Background: an optimization exercise with open tools, aiming at small area. Do not read the settings as production practice.
Function was checked by simulation only, so behaviour that the tests miss may differ from the original.
No activity file was given, so power comes from the tool's default toggle rates.

<file path="flow/config.mk">
export PLATFORM = sky130hd
export DESIGN_NAME = debug_system
export DESIGN_NICKNAME = debug_system
export VERILOG_FILES = /design/flow/design.v
export SDC_FILE = /design/flow/constraint.sdc
export NUM_CORES = 4
export LEC_CHECK = 0
export CAP_MARGIN = 20
export CORE_MARGIN = 2
export CORE_UTILIZATION = 50
export SLEW_MARGIN = 20
</file>
<file path="flow/constraint.sdc">
create_clock -name core_clock -period 8.0 [get_ports {clk}]
set_input_delay 1.6000 -clock core_clock [delete_from_list [all_inputs] [get_ports {clk}]]
set_output_delay 1.6000 -clock core_clock [all_outputs]
set_load 0.01 [all_outputs]
</file>
<file path="flow/design.v">
module simpleuart (
        input      clk,
        input      resetn,
        input      ser_rx,
        output     rx_bit_en,
        output     rx_bit,
        output reg rx_done
);
        reg [3:0] recv_state;
        reg [3:0] recv_divcnt;
        wire half = recv_divcnt[2] & recv_divcnt[0];
        wire [3:0] divcnt_inc = {recv_divcnt[3] ^ (&recv_divcnt[2:0]), recv_divcnt[2] ^ (&recv_divcnt[1:0]),
                                 recv_divcnt[1] ^ recv_divcnt[0], ~recv_divcnt[0]};
        wire [3:0] state_inc  = {recv_state[3] ^ (&recv_state[2:0]), recv_state[2] ^ (&recv_state[1:0]),
                                 recv_state[1] ^ recv_state[0], ~recv_state[0]};
        wire full = recv_divcnt[3] & recv_divcnt[0];
        assign rx_bit_en = (recv_state != 0) && (recv_state != 1) && (recv_state != 10) && full;
        assign rx_bit    = ser_rx;
        always @(posedge clk) begin
                recv_divcnt <= divcnt_inc;
                rx_done     <= 0;
                case (recv_state)
                        0: begin
                                if (!ser_rx)
                                        recv_state <= 1;
                                recv_divcnt <= 0;
                        end
                        1: begin
                                if (half) begin
                                        recv_state  <= 2;
                                        recv_divcnt <= 0;
                                end
                        end
                        10: begin
                                if (full) begin
                                        rx_done    <= 1;
                                        recv_state <= 0;
                                end
                        end
                        default: begin
                                if (full) begin
                                        recv_state  <= state_inc;
                                        recv_divcnt <= 0;
                                end
                        end
                endcase
                if (!resetn) begin
                        recv_state <= 0;
                        rx_done    <= 0;
                end
        end
endmodule
module dtm (
        input             clk,
        input             resetn,
        input             ser_rx,
        output            ser_tx,
        output reg        dmi_valid,
        input             dmi_ready,
        output reg        dmi_write,
        output reg [ 6:0] dmi_addr,
        output reg [31:0] dmi_wdata,
        input      [31:0] dmi_rdata_nx       
);
        wire dmi_match = dmi_valid && dmi_ready;
        wire rx_bit_en, rx_bit, rx_done;
        simpleuart uart (
                .clk       (clk),
                .resetn    (resetn),
                .ser_rx    (ser_rx),
                .rx_bit_en (rx_bit_en),
                .rx_bit    (rx_bit),
                .rx_done   (rx_done)
        );
        localparam R_IDLE = 3'd0, R_ADDR = 3'd1, R_D0 = 3'd2, R_D1 = 3'd3, R_D2 = 3'd4,
                   R_D3 = 3'd5, R_CKS = 3'd6;
        reg [2:0] rx_state;
        reg [7:0] rx_cks;
        always @(posedge clk) begin
                if (rx_bit_en) begin
                        rx_cks <= {rx_bit ^ (rx_cks[0] & (rx_state != R_IDLE)), rx_cks[7:1]};
                        if (rx_state == R_D0 || rx_state == R_D1 || rx_state == R_D2 || rx_state == R_D3)
                                dmi_wdata <= {rx_bit, dmi_wdata[31:1]};
                end
                if (dmi_match)
                        dmi_valid <= 0;
                if (rx_done) begin
                        case (rx_state)
                                R_IDLE: begin
                                        rx_cks <= 0;
                                        if (rx_cks == 8'h5A)
                                                rx_state <= R_ADDR;
                                end
                                R_ADDR: begin
                                        {dmi_write, dmi_addr} <= rx_cks;
                                        rx_state <= R_D0;
                                end
                                R_D0:    rx_state <= R_D1;
                                R_D1:    rx_state <= R_D2;
                                R_D2:    rx_state <= R_D3;
                                R_D3:    rx_state <= R_CKS;
                                default: begin
                                        rx_state <= R_IDLE;
                                        if (rx_cks == 8'h00)
                                                dmi_valid <= 1;
                                end
                        endcase
                end
                if (!resetn) begin
                        dmi_valid <= 0;
                        rx_state  <= R_IDLE;
                end
        end
        reg [2:0] tx_byte;
        reg [3:0] tx_slot;      
        reg [3:0] tx_div;       
        reg [7:0] tx_cks;       
        reg [31:0] dmi_rdata;
        wire tx_first = (tx_slot == 6) && (tx_div == 8);
        wire [2:0] byte_inc = {tx_byte[2] ^ (&tx_byte[1:0]), tx_byte[1] ^ tx_byte[0], ~tx_byte[0]};
        wire [3:0] slot_inc = {tx_slot[3] ^ (&tx_slot[2:0]), tx_slot[2] ^ (&tx_slot[1:0]),
                               tx_slot[1] ^ tx_slot[0], ~tx_slot[0]};
        wire [3:0] div_inc  = {tx_div[3] ^ (&tx_div[2:0]), tx_div[2] ^ (&tx_div[1:0]),
                               tx_div[1] ^ tx_div[0], ~tx_div[0]};
        wire tx_idle  = (tx_byte == 0) && tx_first;
        wire tx_go    = dmi_match && !dmi_write;
        wire tx_tick  = (tx_div == 9);
        wire tx_rdata = (tx_byte == 2) || (tx_byte == 3) || (tx_byte == 4) || (tx_byte == 5);
        wire [7:0] magic = 8'h5A;
        wire tx_bit = (tx_byte == 0) ? magic[tx_slot[2:0]] :
                      tx_rdata ? dmi_rdata[{tx_byte[2], tx_byte[0], tx_slot[2:0]}] : tx_cks[0];
        assign ser_tx = tx_slot[3] ? tx_bit : (tx_slot != 7);
        always @(posedge clk) begin
                if (tx_byte == 7) begin
                        tx_byte <= 0;
                end else if (tx_idle && !tx_go) begin
                end else if (tx_tick) begin
                        if (tx_slot == 0) begin
                                tx_slot <= 6;
                                tx_div  <= 8;
                                tx_byte <= byte_inc;
                        end else begin
                                tx_slot <= slot_inc;
                                tx_div  <= 0;
                        end
                end else begin
                        tx_div <= div_inc;
                end
                if (!resetn) begin
                        tx_byte <= 0;
                        tx_slot <= 6;
                        tx_div  <= 8;
                end
        end
        always @(posedge clk) begin
                if ((tx_byte == 1) && tx_first)
                        tx_cks <= {dmi_write, dmi_addr};
                else if (tx_slot[3] && tx_tick)
                        tx_cks <= {tx_cks[0] ^ (tx_rdata & tx_bit), tx_cks[7:1]};
        end
        genvar gi;
        generate
                for (gi = 0; gi < 4; gi = gi + 1) begin : rdb
                        always @(posedge clk) begin
                                if (dmi_valid && !dmi_write && !(tx_byte == gi + 2))
                                        dmi_rdata[gi*8 +: 8] <= dmi_rdata_nx[gi*8 +: 8];
                        end
                end
        endgenerate
endmodule
module dm_rom (
        input      [11:0] fix_reg,
        input      [ 1:0] fix_size,
        input      [ 8:2] addr,       
        output     [31:0] rdata
);
        reg [31:0] word;
        always @* begin
                case (addr)
                7'd0: word = 32'h0180006f;
                7'd1: word = 32'h0040006f;
                7'd2: word = 32'h00000417;
                7'd3: word = 32'h40040413;
                7'd4: word = 32'h00042023;
                7'd5: word = 32'h00c0006f;
                7'd6: word = 32'h7b241073;
                7'd7: word = 32'h7b349073;
                7'd8: word = 32'h00000417;
                7'd9: word = 32'h3e040413;
                7'd10: word = 32'hf14024f3;
                7'd11: word = 32'h00942023;
                7'd12: word = 32'h00000417;
                7'd13: word = 32'h3f040413;
                7'd14: word = 32'h00042403;
                7'd15: word = 32'hfe045ae3;
                7'd16: word = 32'h001004b7;
                7'd17: word = 32'hfff48493;
                7'd18: word = 32'h00947433;
                7'd19: word = 32'hf14024f3;
                7'd20: word = 32'hfe9410e3;
                7'd21: word = 32'h00000417;
                7'd22: word = 32'h3cc40413;
                7'd23: word = 32'h00042403;
                7'd24: word = 32'h01445413;
                7'd25: word = 32'h03f47413;
                7'd26: word = 32'h02040c63;
                7'd27: word = 32'h00100493;
                7'd28: word = 32'h04940c63;
                7'd29: word = 32'h00200493;
                7'd30: word = 32'h06940063;
                7'd31: word = 32'h00300493;
                7'd32: word = 32'h06940463;
                7'd33: word = 32'h00400493;
                7'd34: word = 32'h06940a63;
                7'd35: word = 32'h00500493;
                7'd36: word = 32'h08940063;
                7'd37: word = 32'h00600493;
                7'd38: word = 32'h08940c63;
                7'd39: word = 32'h0000006f;
                7'd40: word = 32'hf14024f3;
                7'd41: word = 32'h00000417;
                7'd42: word = 32'h36040413;
                7'd43: word = 32'h00942023;
                7'd44: word = 32'h00000417;
                7'd45: word = 32'h37040413;
                7'd46: word = 32'h00942023;
                7'd47: word = 32'h7b202473;
                7'd48: word = 32'h7b3024f3;
                7'd49: word = 32'h7b200073;
                7'd50: word = 32'h00000417;
                7'd51: word = 32'h37840413;
                7'd52: word = 32'h00040003;
                7'd53: word = 32'h07c0006f;
                7'd54: word = 32'h00000417;
                7'd55: word = 32'h36840413;
                7'd56: word = 32'h00040023;
                7'd57: word = 32'h06c0006f;
                7'd58: word = 32'h00000417;
                7'd59: word = 32'h35840413;
                7'd60: word = 32'h00040483;
                7'd61: word = 32'h00049073;
                7'd62: word = 32'h0580006f;
                7'd63: word = 32'h00000417;
                7'd64: word = 32'h34440413;
                7'd65: word = 32'h000024f3;
                7'd66: word = 32'h00940023;
                7'd67: word = 32'h0440006f;
                7'd68: word = 32'h00000417;
                7'd69: word = 32'h33040413;
                7'd70: word = 32'h00000497;
                7'd71: word = 32'h32c48493;
                7'd72: word = 32'h00042403;
                7'd73: word = 32'h0004a483;
                7'd74: word = 32'h00848023;
                7'd75: word = 32'h0240006f;
                7'd76: word = 32'h00000417;
                7'd77: word = 32'h31040413;
                7'd78: word = 32'h00000497;
                7'd79: word = 32'h30c48493;
                7'd80: word = 32'h0004a483;
                7'd81: word = 32'h00048483;
                7'd82: word = 32'h00942023;
                7'd83: word = 32'h0040006f;
                7'd84: word = 32'h00000417;
                7'd85: word = 32'h2d040413;
                7'd86: word = 32'h00042023;
                7'd87: word = 32'hed5ff06f;
                7'd88: word = 32'h0000006f;
                default: word = 32'hxxxxxxxx;
                endcase
        end
        wire reg7  = addr == 7'h34;                                    
        wire reg20 = addr == 7'h38 || addr == 7'h3d || addr == 7'h41;   
        wire size  = addr == 7'h34 || addr == 7'h38 || addr == 7'h3c || addr == 7'h42 ||
                     addr == 7'h4a || addr == 7'h51;                      
        assign rdata = word | ({32{reg7}} & {13'b0, fix_reg, 7'b0}) | ({32{reg20}} & {fix_reg, 20'b0})
                            | ({32{size}} & {18'b0, fix_size, 12'b0});
endmodule
module dm (
        output            interrupt,
        output reg        ndmreset,
        input             dmi_valid,
        output reg        dmi_ready,
        input             dmi_write,
        input      [ 6:0] dmi_addr,
        input      [31:0] dmi_wdata,
        output reg [31:0] dmi_rdata_nx,     
        input             bus_valid,
        output reg        bus_ready,
        input             bus_write,
        input      [19:0] bus_addr,
        input      [31:0] bus_wdata,
        output reg [31:0] bus_rdata,
        input             resetn,
        input             clk
);
        wire dmi_wr     = dmi_valid && dmi_ready && dmi_write;
        wire wr_data0   = dmi_wr && dmi_addr == 7'h04;
        wire wr_data1   = dmi_wr && dmi_addr == 7'h05;
        wire wr_dmctrl  = dmi_wr && dmi_addr == 7'h10;
        wire wr_abscs   = dmi_wr && dmi_addr == 7'h16;
        wire wr_command = dmi_wr && dmi_addr == 7'h17;
        wire bus_mbox   = bus_addr[19:8] == 12'h004 && bus_addr[1:0] == 2'b00;
        wire a400       = bus_mbox && bus_addr[7:2] == 6'h00;
        wire a404       = bus_mbox && bus_addr[7:2] == 6'h01;
        wire a408       = bus_mbox && bus_addr[7:2] == 6'h02;
        wire a420       = bus_mbox && bus_addr[7:2] == 6'h08;
        wire a440       = bus_mbox && bus_addr[7:2] == 6'h10;
        wire a444       = bus_mbox && bus_addr[7:2] == 6'h11;
        wire bus_wr     = bus_valid && bus_ready && bus_write;
        wire bus_wdata0 = bus_wdata == 32'h0;
        always @(posedge clk) begin
                dmi_ready <= resetn && (dmi_valid ^ dmi_ready);
                bus_ready <= resetn && (bus_valid ^ bus_ready);
        end
        reg        haltreq, dmactive, cmderr, havereset, resumeack, halt;
        reg [19:0] hartsel;
        reg [31:0] data0, data1;
        reg        req_v;
        reg [ 2:0] req_n;
        reg [19:0] req_hs;
        reg [11:0] fix_reg;
        reg [ 1:0] fix_size;
        reg        aampost;
        assign interrupt = haltreq;
        wire busy = req_v && req_n != 0;
        wire [19:0] wdata_hartsel = {dmi_wdata[15:6], dmi_wdata[25:16]};
        always @(posedge clk) begin
                if (wr_dmctrl) begin
                        ndmreset <= dmi_wdata[1];
                        dmactive <= dmi_wdata[0];
                end
                if (!dmactive) begin
                        haltreq <= 0;
                        hartsel <= 0;
                end else if (wr_dmctrl) begin
                        haltreq <= dmi_wdata[31];
                        hartsel <= wdata_hartsel;
                end
                if (bus_wr && a408)
                        cmderr <= 1;
                else if (wr_abscs && (&dmi_wdata[10:8]))
                        cmderr <= 0;
                if (wr_dmctrl && dmi_wdata[28])
                        havereset <= 0;
                else if (ndmreset)
                        havereset <= 1;
                if (wr_dmctrl && dmi_wdata[30]) begin
                        if (wdata_hartsel == 0)
                                resumeack <= 0;
                end else if (bus_wr && a404 && bus_wdata0) begin
                        resumeack <= 1;
                end
                if (bus_wr && a400 && bus_wdata0)
                        halt <= 1;
                else if (bus_wr && a404 && bus_wdata0)
                        halt <= 0;
                if (!resetn) begin
                        ndmreset  <= 0;
                        dmactive  <= 0;
                        haltreq   <= 0;
                        hartsel   <= 0;
                        cmderr    <= 0;
                        havereset <= 0;
                        resumeack <= 0;
                        halt      <= 0;
                end
        end
        wire [32:0] inc_c;
        assign inc_c[0] = fix_size == 2'd0;
        assign inc_c[1] = fix_size == 2'd1 || (inc_c[0] && data1[0]);
        assign inc_c[2] = fix_size == 2'd2 || (inc_c[1] && data1[1]);
        assign inc_c[3] = fix_size == 2'd3 || (inc_c[2] && data1[2]);
        genvar gi;
        generate
                for (gi = 4; gi <= 32; gi = gi + 1) begin : inc_chain
                        assign inc_c[gi] = inc_c[gi - 1] && data1[gi - 1];
                end
        endgenerate
        wire [31:0] data1_inc = data1 ^ inc_c[31:0];
        always @(posedge clk) begin
                if (wr_data0)
                        data0 <= dmi_wdata;
                else if (bus_wr && a440)
                        data0 <= bus_wdata;
                if (wr_data1)
                        data1 <= dmi_wdata;
                else if (bus_wr && a444)
                        data1 <= bus_wdata;
                else if (bus_wr && a420 && aampost)
                        data1 <= data1_inc;
                if (!resetn) begin
                        data0 <= 0;
                        data1 <= 0;
                end
        end
        wire [15:0] regno   = dmi_wdata[15:0];
        wire        cmd_wr  = dmi_wdata[16];
        wire        cmd_gpr = regno[15:5] == 11'h080;           
        wire        cmd_csr = regno[15:12] == 4'h0;
        wire        cmd_s01 = regno[15:1] == 15'h0804;         
        reg  [11:0] fix_reg_nx;
        reg  [ 2:0] req_n_reg;
        always @* begin
                if (cmd_csr) begin
                        fix_reg_nx = regno[11:0];
                        req_n_reg  = cmd_wr ? 3'd3 : 3'd4;
                end else if (cmd_s01) begin
                        fix_reg_nx = {11'h3d9, regno[0]};   
                        req_n_reg  = cmd_wr ? 3'd3 : 3'd4;
                end else if (cmd_gpr) begin
                        fix_reg_nx = {7'h0, regno[4:0]};
                        req_n_reg  = cmd_wr ? 3'd1 : 3'd2;
                end else begin
                        fix_reg_nx = 12'h0;
                        req_n_reg  = 3'd0;
                end
                if (!dmi_wdata[17])
                        fix_reg_nx = 12'h0;
        end
        always @(posedge clk) begin
                if (wr_dmctrl && dmi_wdata[30]) begin
                        req_v  <= 1;
                        req_n  <= 0;
                        req_hs <= hartsel;
                end else if (wr_command && !cmderr) begin
                        fix_size <= dmi_wdata[21:20];
                        case (dmi_wdata[31:24])
                                8'h00: begin
                                        fix_reg <= fix_reg_nx;
                                        req_v   <= dmi_wdata[17] && (cmd_csr || cmd_gpr);
                                        req_n   <= req_n_reg;
                                        req_hs  <= hartsel;
                                end
                                8'h02: begin
                                        req_v   <= 1;
                                        req_n   <= cmd_wr ? 3'd5 : 3'd6;
                                        req_hs  <= hartsel;
                                        aampost <= dmi_wdata[19];
                                end
                                default: ;
                        endcase
                end else if (bus_wr && (a420 || a408)) begin
                        req_v   <= 0;
                        aampost <= 0;
                end
                if (!resetn) begin
                        req_v    <= 0;
                        fix_reg  <= 0;
                        fix_size <= 0;
                        aampost  <= 0;
                end
        end
        wire hart0 = hartsel == 0;
        always @* begin
                dmi_rdata_nx = 32'h0;
                case (dmi_addr)
                        7'h04: dmi_rdata_nx = data0;
                        7'h05: dmi_rdata_nx = data1;
                        7'h10: dmi_rdata_nx = {haltreq, 29'h0, ndmreset, dmactive};
                        7'h11: dmi_rdata_nx = {12'h0, havereset, havereset, {2{hart0 & resumeack}}, 4'h0,
                                               {2{~(hart0 & halt)}}, {2{hart0 & halt}}, 1'b1, 3'h0, 4'h2};
                        7'h16: dmi_rdata_nx = {19'h0, busy, 2'b00, cmderr, cmderr, 4'h0, 4'h2};
                        default: ;
                endcase
        end
        wire [31:0] rom_rdata;
        dm_rom dm_rom (
                .fix_reg  (fix_reg),
                .fix_size (fix_size),
                .addr     (bus_addr[8:2]),
                .rdata    (rom_rdata)
        );
        wire [6:0] widx = bus_addr[8:2];
        wire in_rom = bus_addr[19:9] == 11'h0 &&
                      (!widx[6] || (!widx[5] && (!widx[4] || !widx[3] || widx[2:0] == 3'b000)));
        always @(posedge clk) begin
                if (bus_valid && !bus_write) begin
                        if (in_rom)
                                bus_rdata <= rom_rdata;
                        else if (a420)
                                bus_rdata <= {req_v, 8'h0, {3{req_v}} & req_n, {20{req_v}} & req_hs};
                        else if (a440)
                                bus_rdata <= data0;
                        else if (a444)
                                bus_rdata <= data1;
                end
                if (!resetn)
                        bus_rdata <= 0;
        end
endmodule
module debug_system (
        input         clk,
        input         resetn,
        input         ser_rx,
        output        ser_tx,
        output        interrupt,
        output        ndmreset,
        input         bus_valid,
        output        bus_ready,
        input         bus_write,
        input  [19:0] bus_addr,
        input  [31:0] bus_wdata,
        output [31:0] bus_rdata
);
        wire        dmi_valid;
        wire        dmi_ready;
        wire        dmi_write;
        wire [ 6:0] dmi_addr;
        wire [31:0] dmi_wdata;
        wire [31:0] dmi_rdata_nx;
        dtm dtm (
                .clk          (clk),
                .resetn       (resetn),
                .ser_rx       (ser_rx),
                .ser_tx       (ser_tx),
                .dmi_valid    (dmi_valid),
                .dmi_ready    (dmi_ready),
                .dmi_write    (dmi_write),
                .dmi_addr     (dmi_addr),
                .dmi_wdata    (dmi_wdata),
                .dmi_rdata_nx (dmi_rdata_nx)
        );
        dm dm (
                .interrupt    (interrupt),
                .ndmreset     (ndmreset),
                .dmi_valid    (dmi_valid),
                .dmi_ready    (dmi_ready),
                .dmi_write    (dmi_write),
                .dmi_addr     (dmi_addr),
                .dmi_wdata    (dmi_wdata),
                .dmi_rdata_nx (dmi_rdata_nx),
                .bus_valid    (bus_valid),
                .bus_ready    (bus_ready),
                .bus_write    (bus_write),
                .bus_addr     (bus_addr),
                .bus_wdata    (bus_wdata),
                .bus_rdata    (bus_rdata),
                .resetn       (resetn),
                .clk          (clk)
        );
endmodule
</file>
<file path="flow/flow/run.sh">
#!/bin/bash
# Layout flow: the standard ORFS flow (standard.sh) with these changes:
#  - Yosys's ABC step runs an area-oriented script (deep AIG optimisation, then
#    area-recovering mapping) in place of ORFS's delay-oriented one, and
#    Yosys does not pre-map XOR/AND patterns to half/full adder cells
#    (ADDER_MAP_FILE empty), so ABC optimises that logic too; the synthesis
#    passes and the registers are the standard ones. Should ABC fail, synthesis
#    is retried with a plainer area script, then with ORFS's own script;
#  - port buffers are sky130_fd_sc_hd__buf_1 (every input and output port still
#    gets its own buffer);
#  - clock tree synthesis uses clkbuf_4 buffers over clusters of at most 8
#    registers and no dummy loads.
# Each step's output goes to its own log here (synth_*.log, standard.log) and
# to ORFS's logs under orfs/logs.
set -uo pipefail
rm -rf scripts_abc
cp -r "$FLOW_HOME/scripts" scripts_abc
ARGS=(SCRIPTS_DIR="$PWD/scripts_abc" ADDER_MAP_FILE=
  BUFFER_PORTS_ARGS="-buffer_cell sky130_fd_sc_hd__buf_1"
  CTS_ARGS="-sink_clustering_enable -repair_clock_nets -dont_use_dummy_load -buf_list sky130_fd_sc_hd__clkbuf_4 -sink_clustering_size 8 -sink_clustering_max_diameter 40")
ok=0
for s in abc_area_deep.script abc_fallback.script; do
  cp "flow/$s" scripts_abc/abc_speed.script
  if bash standard.sh "${ARGS[@]}" synth > "synth_${s%.script}.log" 2>&1; then ok=1; break; fi
done
if [[ $ok == 0 ]]; then
  cp "$FLOW_HOME/scripts/abc_speed.script" scripts_abc/abc_speed.script
  bash standard.sh "${ARGS[@]}" synth > synth_orfs.log 2>&1 || exit 1
fi
bash standard.sh "${ARGS[@]}" > standard.log 2>&1
</file>
<file path="flow/flow/abc_area_deep.script">
strash
&get -n
&deepsyn -T 900
&dch -x
&nf -a -R 1000 -F 8 -A 8 -C 32
&put
mfs3 -a
</file>
<file path="flow/flow/abc_fallback.script">
strash
&get -n
&deepsyn -T 300
&dch
&nf -a -R 1000
&put
</file>
<file path="flow/standard.sh">
#!/bin/bash
# synth_recipe.tcl (not shown) runs the flow's synth.tcl, then flattens the netlist and writes it again
# the make line also repeats each setting of config.mk as NAME=value (left out here)
make -C /OpenROAD-flow-scripts/flow DESIGN_CONFIG=/design/flow/config.mk WORK_HOME=/design/flow/orfs CLKGATE_MAP_FILE= SYNTH_SCRIPT=/design/flow/synth_recipe.tcl "${@:-finish}"
</file>
==> results of run 1 <==
[cells by family after synthesis]
family	after synthesis	share of synthesized area, %
muxes	11	1.26
and+or+nand+nor	511	19.4
DFF	276	52.7
buffers and inverters	43	1.30
xor gates and xnor gates	16	1.13
AOI/OAI and AO/OA	420	24.2
[per-layer routing]
| layer | vias to the layer above | track usage, % | wire length, um | part of all wire, % |
|---|---|---|---|---|
| met1 | 5770 | 50.7 | 19600 | 42 |
| met3 | 118 | 9.96 | 5680 | 12 |
| met5 | - | 0 | 0 | 0 |
| li1 | 5306 | - | - | - |
| met2 | 793 | 51.8 | 20000 | 42 |
| met4 | 0 | 13.6 | 1870 | 4.0 |
[cell type report]
class                           instances  area share [%]
Multi-Input combinational cell        958            41.9
Antenna cell                            2          0.0364
Tap cell                              324            2.95
Clock buffer                           45            2.46
Sequential cell                       276            47.5
Timing Repair Buffer                  119            3.99
Inverter                               43            1.18
[Yosys cell counts, types with 10 or more instances]
cell      number
a221oi_1      10
a22oi_1       34
nor4_1        26
a22o_1        59
o21ai_0       87
nand3_1       35
a21oi_1       79
and2_0        17
and3_1        21
nor2_1       127
clkinv_1      43
nor3_1        55
a222oi_1      29
nor2b_1       14
o22ai_1       12
a31oi_1       11
dfxtp_1      176
nand2_1      159
a221o_1       33
edfxtp_1     100
nand2b_1      25
[worst paths after layout]
| kind | startpoint | end | slack [ps] | cells past startpoint |
|---|---|---|---|---|
| max reg2reg | dm.bus_ready$_DFF_P_ | dm.data1[29]$_SDFFE_PN0P_ | 2020 | 25 |
| min reg2reg | dm.bus_rdata[3]$_SDFFE_PN0P_ | dm.bus_rdata[3]$_SDFFE_PN0P_ | 440 | 2 |
| min | dm.bus_rdata[3]$_SDFFE_PN0P_ | dm.bus_rdata[3]$_SDFFE_PN0P_ | 440 | 2 |
| max | bus_addr[9] | dm.data1[29]$_SDFFE_PN0P_ | 650 | 28 |
[critical path, delay by kind of cell]
family | cells | cell delay, ps
buf+inv | 1 | 70
simple gates | 24 | 5690
compound gates | 3 | 540
[placed cells by master (no fill, tap or decap), types with 8 or more instances in the layout]
| cell | synthesis | final |
|---|---|---|
| nand2_1 | 159 | 159 |
| clkbuf_4 | 0 | 45 |
| nand2b_1 | 25 | 25 |
| clkinv_1 | 43 | 43 |
| a22o_1 | 59 | 59 |
| nor3_1 | 55 | 51 |
| xor2_1 | 8 | 8 |
| and2_0 | 17 | 17 |
| nor2_1 | 127 | 123 |
| edfxtp_1 | 100 | 100 |
| xnor2_1 | 8 | 8 |
| a211oi_1 | 8 | 8 |
| dfxtp_1 | 176 | 176 |
| nand3_1 | 35 | 35 |
| a21oi_1 | 79 | 79 |
| a221o_1 | 33 | 33 |
| a31oi_1 | 11 | 11 |
| a221oi_1 | 10 | 10 |
| o211ai_1 | 8 | 8 |
| buf_4 | 0 | 27 |
| a222oi_1 | 29 | 29 |
| o22ai_1 | 12 | 11 |
| nor2b_1 | 14 | 14 |
| o21ai_0 | 87 | 86 |
| and3_1 | 21 | 21 |
| nor4_1 | 26 | 25 |
| buf_1 | 0 | 92 |
| a22oi_1 | 34 | 34 |
[where the power goes]
| group | total [mW] | internal [mW] | leakage [nW] | switching (mW) |
|---|---|---|---|---|
| Sequential | 1.48 | 1.45 | 2.29 | 0.0227 |
| Clock | 0.729 | 0.257 | 0.207 | 0.472 |
| Combinational | 0.233 | 0.0738 | 2.17 | 0.159 |
[through the flow]
step | hold WS [ps] | util (%) | instance area (um^2)
after floorplan | 431 | - | 12400
after global placement | 428 | 55.0 | 13400
after detailed placement | 437 | 55.0 | 13400
after CTS | 446 | 56.4 | 13700
after global routing | 467 | 56.5 | 13700
final | 438 | 56.5 | 13700
==> flow_summary.yaml, run 1 <==
flow_run:
  drv_cap: 0
synth:
  yosys.area.top_type_share_pct: 28.4
  synth_cells: 1277
  synth_top_area_cell: "dfxtp_1"
  synth_area_mm2: 0.0124
  synth-seq-cells: 276
  ys.flop_type: "dfxtp_1"
  synth_edf_count: 100
  yosysWarningCount: 4
  syn_nets: 1334
  synthArstFlopShare_pct: 0
  syn_avg_cell_area_um2: 9.70
  seq_area_frac_synth_pct: 52.7
  ys_top_cells_by_area: "dfxtp_1 (28%), edfxtp_1 (24%), nand2_1 (4.8%), a22o_1 (4.2%), nor2_1 (3.8%)"
  synth_cell_types: 58
clock_network:
  postCtsResizedCells: 0
  h-tree-depth: 2
  cts_tree: "yes"
  holdBufCountCts: 0
  cts-root-buf: "clkbuf_4"
  clkLatencyLatePin_ps: 700
  cts_sinks: 276
  cts.path.max_buffers: 3
  clk_pin_slew_ps: 80
  cts_buffers: 45
  cts_setup_buffers: 0
pwr:
  power.total_mw: 2.44
  p_leak_nw: 4.67
  power_density_mw_per_mm2: 178
  ir_worst_vdd_uv: 144
routing:
  wl_mm: 47.2
  viasPerCell: 6.78
  drt_iter0_markers: 1986
  route.vias.total: 11987
  first_pass_iters: 9
  drc: 0
  ant_nets: 0
  avgRoutedWirePerCell_um: 26.7
setup_path:
  arrival_ps: 7920
  crit_top_cell: "and3_1"
  crit_path_end_kind: "flop"
  path_class: "input pin to flop"
  slowest_delay_ps: 390
  cp-start-kind: "input pin"
  slowest_stage: "or3_1"
  crit_fanout: 5
  required_ps: 8570
layout:
  final_layout_size_suffix_gt1_share_pct: 5.90
  fin_nets: 1500
  seq_area_mm2: 0.00653
  instances_no_fill: 1767
  multi_input_area_mm2: 0.00575
  syn_to_final_growth_pct: 10.9
  fill_cells: 2268
timing:
  clock.fmax_ghz: 0.136
  rsz0062_at_grt: "false"
  timing.slew.headroom_pct: 24.9
  setup_violations: 0
  finalCriticalPeriod_ps: 7350
  clock_skew_ps: 116
  tightest_slew_ps: 1120
  min_period_over_period_pct: 91.9
  tns_ps: 0
  hold_viol_final: 0
  slew_viol_final: 0
  postLayoutSetupSlackWorst_ps: 648
global_route:
  grt_overflow: 0
  grt_pass1_vias: 10959
  grt_pass1_wl_mm: 69.6
  antenna_found_initial: 1
  grt_usage_pct: 35.7
  grt_max_degree: 35
placed_design:
  gp_congestion: 0.999
  place_ws_ps: 90.1
  hpwl_mm: 34.5
  place_inst: 1720
  port_buffers: 92
die:
  io_pins: 93
  start_util_pct: 50.9
  die_h_um: 161
  core-area_mm2: 0.0243
  fp.dieArea_mm2: 0.0260
  fp.dieW_um: 161
  rows: 57
outcome:
  status: "no timing/DRC/antenna violations"
worst_hold_path:
  hold_class: "flop to flop"
==> run 2, diff against run 1 <==
==> flow/flow/abc_area_deep.script (replaced) <==
strash
&get -n
&deepsyn -T 400
&dch -x
&nf -a -R 1000 -F 8 -A 8 -C 32
&put
mfs3 -a
--- a/flow/config.mk
+++ b/flow/config.mk
@@ -8,4 +8,4 @@
 export CAP_MARGIN = 20
 export CORE_MARGIN = 2
-export CORE_UTILIZATION = 50
+export CORE_UTILIZATION = 58
 export SLEW_MARGIN = 20
==> run 2 against run 1 <==
- still clean on timing, DRC and antenna
- clock skew down 35 ps
- clock-buffer cell count down 2
- cell count down 4.4%
- sequential share of layout area up 0.75 points
- global-route usage up 5.2 points
- sequential power about the same
- critical path type unchanged
- largest power group unchanged
==> flow_summary.yaml, run 2 <==
timing:
  timing.slew.headroom_pct: 22.2
  finalCriticalPeriod_ps: 7280
  min_period_over_period_pct: 91.0
  clock.fmax_ghz: 0.137
  setup_violations: 0
  tns_ps: 0
  hold_viol_final: 0
  clock_skew_ps: 80.9
  slew_viol_final: 0
  rsz0062_at_grt: "false"
  postLayoutSetupSlackWorst_ps: 721
  tightest_slew_ps: 1160
synth:
  yosys.area.top_type_share_pct: 28.8
  ys.flop_type: "dfxtp_1"
  yosysWarningCount: 4
  yosysMostFrequentCell: "dfxtp_1"
  ys_top_cells_by_area: "dfxtp_1 (29%), edfxtp_1 (25%), nand2_1 (4.3%), a222oi_1 (4.0%), a21oi_1 (3.8%)"
  synth_edf_count: 100
  synth_cell_types: 57
  syn_nets: 1305
  synth-seq-cells: 276
  seq_area_frac_synth_pct: 53.3
  syn_avg_cell_area_um2: 9.81
  synth_area_mm2: 0.0122
  synth.cells.most_frequent: "dfxtp_1 (176), nand2_1 (141), nor2_1 (113)"
  synth_cells: 1248
  synthArstFlopShare_pct: 0
  synth_top_area_cell: "dfxtp_1"
global_route:
  gr-usage-met2_pct: 60.4
  antenna_found_initial: 2
  met3_usage_pct: 10.7
  grt_pass1_wl_mm: 68.0
  grt_overflow: 0
  globalRoute.busiestLayer: "met2"
  grt_usage_pct: 40.9
  grt_max_degree: 41
  grt_pass1_vias: 10993
  grt.met1_usage_pct: 57.0
clock_network:
  cts-root-buf: "clkbuf_4"
  h-tree-depth: 2
  cts_sinks: 276
  postCtsResizedCells: 0
  cts.path.max_buffers: 3
  cts_setup_buffers: 0
  holdBufCountCts: 0
  cts_buffers: 43
  cts_tree: "yes"
  clk_pin_slew_ps: 90
  clkLatencyLatePin_ps: 690
flow_run:
  drv_cap: 0
placed_design:
  port_buffers: 92
  hpwl_mm: 33.5
  gp_congestion: 1.00
  place_ws_ps: 152
routing:
  drc: 0
  ant_nets: 0
  viasPerCell: 7.11
  avgRoutedWirePerCell_um: 27.1
  first_pass_iters: 12
  wl_mm: 45.8
  route.vias.total: 12001
  drt_iter0_markers: 1893
pwr:
  ir_worst_vdd_uv: 134
  internal_power_mw: 1.79
  switching_share_pct: 26.5
  seqPwrFrac_pct: 61.0
  p_clk_share_pct: 28.8
  p_switching_uw: 643
  power_density_mw_per_mm2: 180
  p_leak_nw: 4.58
  pwr-share-comb_pct: 10.3
layout:
  mostFrequentLayoutCell: "dfxtp_1"
  fill_cells: 1721
  syn_to_final_growth_pct: 10.5
  final_cell_mix: "dfxtp_1 (176), nand2_1 (141), nor2_1 (111)"
  fin_nets: 1471
  final_layout_size_suffix_gt1_share_pct: 5.88
setup_path:
  cp-start-kind: "input pin"
  arrival_ps: 7860
  crit_fanout: 5
  required_ps: 8580
  rrSetupSlack_ps: 2210
  path_class: "input pin to flop"
  crit_path_end_kind: "flop"
die:
  io_pins: 93
  start_util_pct: 58.6
  core-area_mm2: 0.0209
  fp.dieW_um: 149
  rows: 53
  fp.dieArea_mm2: 0.0223
  die_h_um: 149
outcome:
  status: "no timing/DRC/antenna violations"
worst_hold_path:
  hold_class: "flop to flop"
[run 2: changes by cell type after synthesis, sizes merged, moves of 7 or more]
cell    previous run  this run
a21oi             79        93
a222oi            29        49
a22oi             34        27
clkinv            43        64
nand2            159       141
nand2b            25        11
nor2             127       113
nor3              55        43
[run 2: logic make-up (layout without fill, tap and decap cells)]
| kind of cell | after synthesis | after routing | share of synthesized area, % |
|---|---|---|---|
| and+or+nand+nor | 445 | 445 | 17.0 |
| DFF | 276 | 276 | 53.3 |
| AOI/OAI and AO/OA | 438 | 438 | 25.7 |
| buffers and inverters | 64 | 228 | 1.96 |
| other | 0 | 2 | 0 |
| xor gates and xnor gates | 17 | 17 | 1.22 |
| muxes | 8 | 8 | 0.726 |
[run 2: worst paths after layout]
check | start | to | cells past startpoint
setup reg to reg | dm.bus_ready$_DFF_P_ | dm.data1[29]$_SDFFE_PN0P_ | 22
hold / removal | dm.bus_rdata[28]$_SDFFE_PN0P_ | dm.bus_rdata[28]$_SDFFE_PN0P_ | 2
setup / recovery | bus_addr[14] | dm.data1[29]$_SDFFE_PN0P_ | 26
hold reg to reg | dm.bus_rdata[28]$_SDFFE_PN0P_ | dm.bus_rdata[28]$_SDFFE_PN0P_ | 2
[run 2: cell type report]
cell class / count / area [um^2] / area share, %
clock buffer: 43 / 323 / 2.39
sequential: 276 / 6530 / 48.3
tap: 275 / 344 / 2.54
inverter: 64 / 240 / 1.78
multi-input combinational: 908 / 5520 / 40.8
timing repair buffer: 121 / 564 / 4.17
antenna: 2 / 5.00 / 0.0370
[run 2: layer usage]
metal / vias to the layer above / routed length (um)
li1: 5233 / -
met2: 944 / 19600
met5: - / 13
met1: 5624 / 17700
met4: 2 / 2350
met3: 198 / 6170
[run 2: critical path, stage by stage]
cell	delay, ps
buf_1	70
nor4_1	260
nand3_1	130
nor3_1	410
and4_1	430
nand3_1	190
a21o_1	250
nor2_1	230
and4_1	330
and3_1	220
and2_0	250
and3_1	220
and2_0	240
and3_1	220
and2_0	240
and3_1	220
and2_0	240
and3_1	240
and2_0	340
and3_1	250
and2_0	230
and3_1	220
and2_0	250
and3_1	250
nor3_1	80
a221o_1	270
[run 2: power by group through the flow]
stage	logic (mW)	registers [mW]	clock network, mW
global route	0.265	1.49	0.762
CTS	0.239	1.48	0.707
global placement	0.238	1.51	0
floorplan	0.139	1.51	0
detailed placement	0.237	1.51	0
finish	0.249	1.48	0.699
[run 2: per-stage QoR]
stage          hold slack, ps  total power, mW  instance area, um^2  util, %  cells
2_1_floorplan             431             1.65                12200        -   1248
3_3_place_gp              434             1.75                13200     63.1   1644
3_5_place_dp              442             1.75                13200     63.1   1644
4_1_cts                   456             2.43                13500     64.7   1687
5_1_grt                   475             2.51                13500     64.7   1689
6_report                  451             2.43                13500     64.7   1689
==> run 3, diff against run 2 <==
--- a/flow/design.v
+++ b/flow/design.v
@@ -159,13 +159,8 @@
                         tx_cks <= {tx_cks[0] ^ (tx_rdata & tx_bit), tx_cks[7:1]};
         end
-        genvar gi;
-        generate
-                for (gi = 0; gi < 4; gi = gi + 1) begin : rdb
-                        always @(posedge clk) begin
-                                if (dmi_valid && !dmi_write && !(tx_byte == gi + 2))
-                                        dmi_rdata[gi*8 +: 8] <= dmi_rdata_nx[gi*8 +: 8];
-                        end
-                end
-        endgenerate
+        always @(posedge clk) begin
+                if (dmi_valid && !dmi_write)
+                        dmi_rdata <= dmi_rdata_nx;
+        end
 endmodule
 module dm_rom (
==> run 3 against run 2 <==
- via count grew 0.78%
- setup slack lost 86 ps
- cell area is 0.34% higher
- first-iteration DRC count grew 14%
- synthesized cell count down 0.48%
- wire length fell by 1.8%
- maximum frequency fell by 1.2%
- power up 0.30%
- critical path type unchanged
- largest power group unchanged
==> flow_summary.yaml, run 3 <==
die:
  start_util_pct: 58.9
  rows: 53
  fp.dieArea_mm2: 0.0224
  die_h_um: 150
  io_pins: 93
  core-area_mm2: 0.0209
  fp.dieW_um: 150
pwr:
  p_leak_nw: 4.59
  power_density_mw_per_mm2: 180
  power.total_mw: 2.44
  ir_worst_vdd_uv: 136
clock_network:
  cts_buffers: 44
  cts.path.max_buffers: 3
  cts_tree: "yes"
  clk_pin_slew_ps: 90
  clkLatencyLatePin_ps: 710
  h-tree-depth: 2
  cts-root-buf: "clkbuf_4"
  holdBufCountCts: 0
  cts_setup_buffers: 0
  cts_sinks: 276
  postCtsResizedCells: 0
setup_path:
  slowest_stage: "nor4_1"
  cp-start-kind: "input pin"
  reg2reg_from: "dm.bus_ready$_DFF_P_"
  crit_top_cell: "and3_1"
  ff2ff_path_depth: 26
  path_class: "input pin to flop"
  crit_start: "bus_addr[9]"
  required_ps: 8640
  crit_fanout: 5
  slowest_delay_ps: 370
  crit_path_end_kind: "flop"
  arrival_ps: 8000
timing:
  rsz0062_at_grt: "false"
  postLayoutSetupSlackWorst_ps: 635
  clock_skew_ps: 92.3
  finalCriticalPeriod_ps: 7360
  timing.slew.headroom_pct: 23.8
  min_period_over_period_pct: 92.1
  setup_violations: 0
  hold_viol_final: 0
  whs_ps: 450
  slew_viol_final: 0
  clock.fmax_ghz: 0.136
  tns_ps: 0
  tightest_slew_ps: 1130
outcome:
  status: "no timing/DRC/antenna violations"
layout:
  syn_to_final_growth_pct: 10.3
  final_layout_size_suffix_gt1_share_pct: 5.77
  final_cell_mix: "dfxtp_1 (176), nand2_1 (128), nor2_1 (109)"
  fill_cells: 1759
  finish.utilization_pct: 65.0
  mostFrequentLayoutCell: "dfxtp_1"
  fin_nets: 1463
synth:
  syn_avg_cell_area_um2: 9.90
  synth_fa_ha_area_share_pct: 0
  synthArstFlopShare_pct: 0
  synth_mux_area_share_pct: 1.07
  synth_cell_types: 59
  synth_area_mm2: 0.0123
  yosysWarningCount: 4
  synth-seq-cells: 276
  synth_top_area_cell: "dfxtp_1"
  syn_nets: 1299
  yosys.area.top_type_share_pct: 28.7
  yosysMostFrequentCell: "dfxtp_1"
  ys.flop_type: "dfxtp_1"
  synth_compound_area_share_pct: 25.5
  ys_top_cells_by_area: "dfxtp_1 (29%), edfxtp_1 (24%), a222oi_1 (4.1%), a22o_1 (4.0%), nand2_1 (3.9%)"
  synthXorXnorAreaFrac_pct: 1.07
  synth_edf_count: 100
  synth.cells.most_frequent: "dfxtp_1 (176), nand2_1 (128), nor2_1 (113)"
  synth_top_family_by_area: "compound AO/OA/AOI/OAI gates"
  synth_cells: 1242
  synth-simple-area-share_pct: 17.6
  seq_area_frac_synth_pct: 53.1
routing:
  first_pass_iters: 8
  drc: 0
  route.vias.total: 12095
  avgRoutedWirePerCell_um: 26.8
  wl_mm: 45.0
  drt_iter0_markers: 2155
  viasPerCell: 7.20
  ant_nets: 0
placed_design:
  hpwl_mm: 32.2
  port_buffers: 92
  gp_congestion: 1.01
  place_ws_ps: 46.0
worst_hold_path:
  min_path_cells: 2
  min-delay-start: "dm.bus_rdata[5]$_SDFFE_PN0P_"
  hold_class: "flop to flop"
global_route:
  grt_pass1_vias: 11082
  antenna_found_initial: 3
  grt_usage_pct: 40.0
  grt_overflow: 0
  grt_max_degree: 44
  grt_pass1_wl_mm: 67.1
flow_run:
  drv_cap: 0
==> run 3: cell types whose count changed in the layout (fill, tap and decap cells not counted), moves of 5 or more <==
| cell | before | now |
|---|---|---|
| nor4_1 | 23 | 32 |
| nand3_1 | 32 | 42 |
| o21ai_0 | 83 | 88 |
| nand2_1 | 141 | 128 |
| nor3b_1 | 6 | 1 |
| a21oi_1 | 93 | 74 |
| a221o_1 | 27 | 33 |
| clkinv_1 | 64 | 55 |
| a2111oi_0 | 8 | 2 |
| nand2b_1 | 11 | 19 |
| a22oi_1 | 27 | 21 |
==> run 3: final timing paths <==
check | endpoint | slack, ps
setup / recovery | dm.data1[31]$_SDFFE_PN0P_ | 640
hold reg to reg | dm.bus_rdata[5]$_SDFFE_PN0P_ | 450
hold / removal | dm.bus_rdata[5]$_SDFFE_PN0P_ | 450
setup reg to reg | dm.data1[31]$_SDFFE_PN0P_ | 2100
==> run 3: per-stage QoR <==
step	area (um^2)	std cells
after floorplan	12300	1242
after global placement	13200	1635
after detailed placement	13200	1635
after CTS	13600	1679
after global routing	13600	1680
final	13600	1681
==> run 3: cells by family after synthesis <==
| family | after synthesis |
|---|---|
| AOI/OAI and AO/OA | 428 |
| muxes | 11 |
| DFF | 276 |
| and+or+nand+nor | 457 |
| xor gates and xnor gates | 15 |
| buffers and inverters | 55 |
==> run 3: area by class of cell <==
cell class,count,area [um^2],share of cell area (%)
flip-flops and latches,276,6530,48.1
multi-input cells,911,5610,41.4
repair buffers,118,542,3.99
well taps,275,344,2.54
clock buffers,44,330,2.43
inverters,55,206,1.52
diodes,2,5.00,0.0369
==> run 3: layer usage <==
layer	share of wire [%]	track usage, %
met5	0.029	0
met4	4.9	17.2
met3	15	12.6
met2	42	57.6
met1	39	55.8
==> run 3: worst max-delay path, delay by kind of cell <==
family,cells,cell delay (ps)
buffers and inverters,2,240
AOI/OAI and AO/OA,2,400
and+or+nand+nor,25,5570
xor gates and xnor gates,1,170
==> run 3: where the power goes <==
group          switching (mW)  leakage [nW]  internal [mW]  total [mW]
logic                   0.169          2.11         0.0773       0.247
registers              0.0206          2.28           1.45        1.48
clock network           0.465         0.202          0.252       0.717
==> run 4, diff against run 3 <==
--- a/flow/config.mk
+++ b/flow/config.mk
@@ -8,4 +8,4 @@
 export CAP_MARGIN = 20
 export CORE_MARGIN = 2
-export CORE_UTILIZATION = 58
+export CORE_UTILIZATION = 64
 export SLEW_MARGIN = 20
==> run 4 against run 3 <==
- still clean on timing, DRC and antenna
- clock skew rose by 9.8 ps
- worst hold slack got worse by 4.9 ps
- global-route usage rose by 4.6 points
- first-iteration DRC count rose by 12%
- wire length rose by 0.88%
- clock power barely moved
==> flow_summary.yaml, run 4 <==
outcome:
  status: "no timing/DRC/antenna violations"
global_route:
  grt_pass1_wl_mm: 68.0
  grt_overflow: 0
  antenna_found_initial: 2
  grt_usage_pct: 44.7
  grt_max_degree: 44
  grt_pass1_vias: 11411
synth:
  syn_avg_cell_area_um2: 9.90
  ys_top_cells_by_area: "dfxtp_1 (29%), edfxtp_1 (24%), a222oi_1 (4.1%), a22o_1 (4.0%), nand2_1 (3.9%)"
  synth-seq-cells: 276
  synthArstFlopShare_pct: 0
  synth_cell_types: 59
  synth_cells: 1242
  syn_nets: 1299
  seq_area_frac_synth_pct: 53.1
  yosys.area.top_type_share_pct: 28.7
  synth_top_area_cell: "dfxtp_1"
  synth_edf_count: 100
  synth_area_mm2: 0.0123
  synth.cells.most_frequent: "dfxtp_1 (176), nand2_1 (128), nor2_1 (113)"
  ys.flop_type: "dfxtp_1"
  yosysMostFrequentCell: "dfxtp_1"
  yosysWarningCount: 4
die:
  die_h_um: 143
  core-area_mm2: 0.0188
  fp.dieArea_mm2: 0.0203
  fp.dieW_um: 143
  start_util_pct: 65.5
  rows: 50
  io_pins: 93
setup_path:
  crit_top_cell: "and3_1"
  required_ps: 8550
  crit_fanout: 5
  arrival_ps: 7980
  crit_path_end_kind: "flop"
  cp-start-kind: "input pin"
  slowest_stage: "nor4_2"
  critPathTopFamily: "simple AND/OR/NAND/NOR gates"
  path_buf_inv: 1
  path_class: "input pin to flop"
  slowest_delay_ps: 330
routing:
  first_pass_iters: 12
  drt_iter0_markers: 2424
  ant_nets: 0
  wl_mm: 45.4
  drc: 0
  route.vias.total: 12391
  viasPerCell: 7.56
  avgRoutedWirePerCell_um: 27.7
clock_network:
  cts_buffers: 44
  cts-root-buf: "clkbuf_4"
  clk_pin_slew_ps: 80
  cts.path.max_buffers: 3
  h-tree-depth: 2
  cts_sinks: 276
  holdBufCountCts: 0
  clkLatencyLatePin_ps: 680
  cts_tree: "yes"
  cts_setup_buffers: 0
layout:
  final_layout_size_suffix_gt1_share_pct: 6.13
  finish.utilization_pct: 72.1
  fin_nets: 1463
  fill_cells: 1415
  final_cell_mix: "dfxtp_1 (176), nand2_1 (128), nor2_1 (108)"
  mostFrequentLayoutCell: "dfxtp_1"
  syn_to_final_growth_pct: 10.1
flow_run:
  drv_cap: 0
worst_hold_path:
  hold_class: "flop to flop"
timing:
  tns_ps: 0
  hold_viol_final: 0
  clock.fmax_ghz: 0.135
  tightest_slew_ps: 1200
  finalCriticalPeriod_ps: 7430
  slew_viol_final: 0
  timing.slew.headroom_pct: 19.8
  clock_skew_ps: 102
  setup_violations: 0
  whs_ps: 445
  min_period_over_period_pct: 92.8
placed_design:
  port_buffers: 92
  hpwl_mm: 32.3
  gp_congestion: 1.06
pwr:
  power_density_mw_per_mm2: 181
  p_leak_nw: 4.60
  ir_worst_vdd_uv: 211
==> run 4: worst paths after layout <==
| kind | depth (start not counted) | slack, ps | end | start |
|---|---|---|---|---|
| worst max register to register | 25 | 1940 | dm.data1[31]$_SDFFE_PN0P_ | dm.bus_ready$_DFF_P_ |
| worst min-delay path | 2 | 450 | dm.bus_rdata[30]$_SDFFE_PN0P_ | dm.bus_rdata[30]$_SDFFE_PN0P_ |
| worst min register to register | 2 | 450 | dm.bus_rdata[30]$_SDFFE_PN0P_ | dm.bus_rdata[30]$_SDFFE_PN0P_ |
| worst max-delay path | 29 | 570 | dm.data1[31]$_SDFFE_PN0P_ | bus_addr[13] |
==> run 4: cell type report <==
cell class                 instances  area (um^2)  area share [%]
inverter                          55          206            1.53
antenna                            1         2.50          0.0185
multi-input combinational        911         5630            41.6
sequential                       276         6530            48.2
tap                              234          293            2.16
clock buffer                      44          330            2.44
timing repair buffer             118          542            4.00
==> run 4: kinds of logic (layout without fill, tap and decap cells) <==
group	count (synthesis)	after routing	synth area share [%]
AO/OA/AOI/OAI	428	428	25.5
buffers and inverters	55	217	1.68
AND/OR/NAND/NOR	457	457	17.6
other	0	1	0
multiplexers	11	11	1.07
XOR/XNOR	15	15	1.07
flip-flops	276	276	53.1
==> run 4: timing repair <==
item / 4_1_cts / 5_1_grt
endpoints found under the hold margin: 0 / 0
endpoints found under the setup margin: 0 / 4
resized for setup: 0 / 6
==> run 4: power breakdown <==
part / leakage (nW) / switching, mW / internal [mW]
Sequential: 2.28 / 0.0216 / 1.45
Clock: 0.202 / 0.464 / 0.252
Combinational: 2.11 / 0.173 / 0.0772
Total: 4.60 / 0.659 / 1.78
==> run 4: routing by layer <==
metal | wire, um | up-vias | part of all wire (%) | global-route usage, %
met5 | 10 | - | 0.022 | 0
met4 | 2580 | 2 | 5.7 | 20.1
met3 | 7830 | 245 | 17 | 15.0
met2 | 18700 | 1215 | 41 | 64.0
met1 | 16300 | 5687 | 36 | 61.8
li1 | - | 5242 | - | -
==> run 4: worst min-delay path, stage by stage (launching register included) <==
cell and delay [ps]:
dfxtp_1 320, nand2_1 40, o21ai_0 50
==> run 4: per-stage QoR <==
stage | instance area (um^2) | power [mW] | instances | setup slack (ps)
after floorplan | 12300 | 1.64 | 1242 | 745
after CTS | 13500 | 2.43 | 1638 | 472
after global placement | 13200 | 1.74 | 1594 | 256
final | 13500 | 2.44 | 1639 | 574
after detailed placement | 13200 | 1.74 | 1594 | -102
after global routing | 13500 | 2.51 | 1639 | -7.20

-- afterwards: timing with drivers on the ports --
How much do the figures lean on ideal ports? The routed layouts below were timed once more, with nothing changed but the port constraints.
Step 1 sets driving cells, clkbuf_16 on the clock port and buf_2 on the other inputs (assumed; they add their load-dependent delay and slew).
Step 2 moves the port delays by t, midway between the first and last clock arrival at a register: inputs arrive t later, outputs are due t later. That takes back most of the time a late clock gives input paths.
Slacks: ideal / step 1 / step 2; pairs: ideal / step 1.
| run | shift t [ns] | setup WS [ns] | pins driven straight from the clock port |
|---|---|---|---|
| run 1 | 0.682 | 0.648 / 0.666 / -0.017 | 1 |
| run 2 | 0.695 | 0.721 / 0.744 / 0.050 | 1 |
| run 3 | 0.708 | 0.635 / 0.657 / -0.050 | 1 |
| run 4 | 0.675 | 0.574 / 0.596 / -0.079 | 1 |
With both steps, setup timing fails in run 1, run 3 and run 4, where it was met with ideal ports. The setup slack of run 3, which loses most, moves by +0.022 ns with the drivers and by -0.685 ns with both steps.
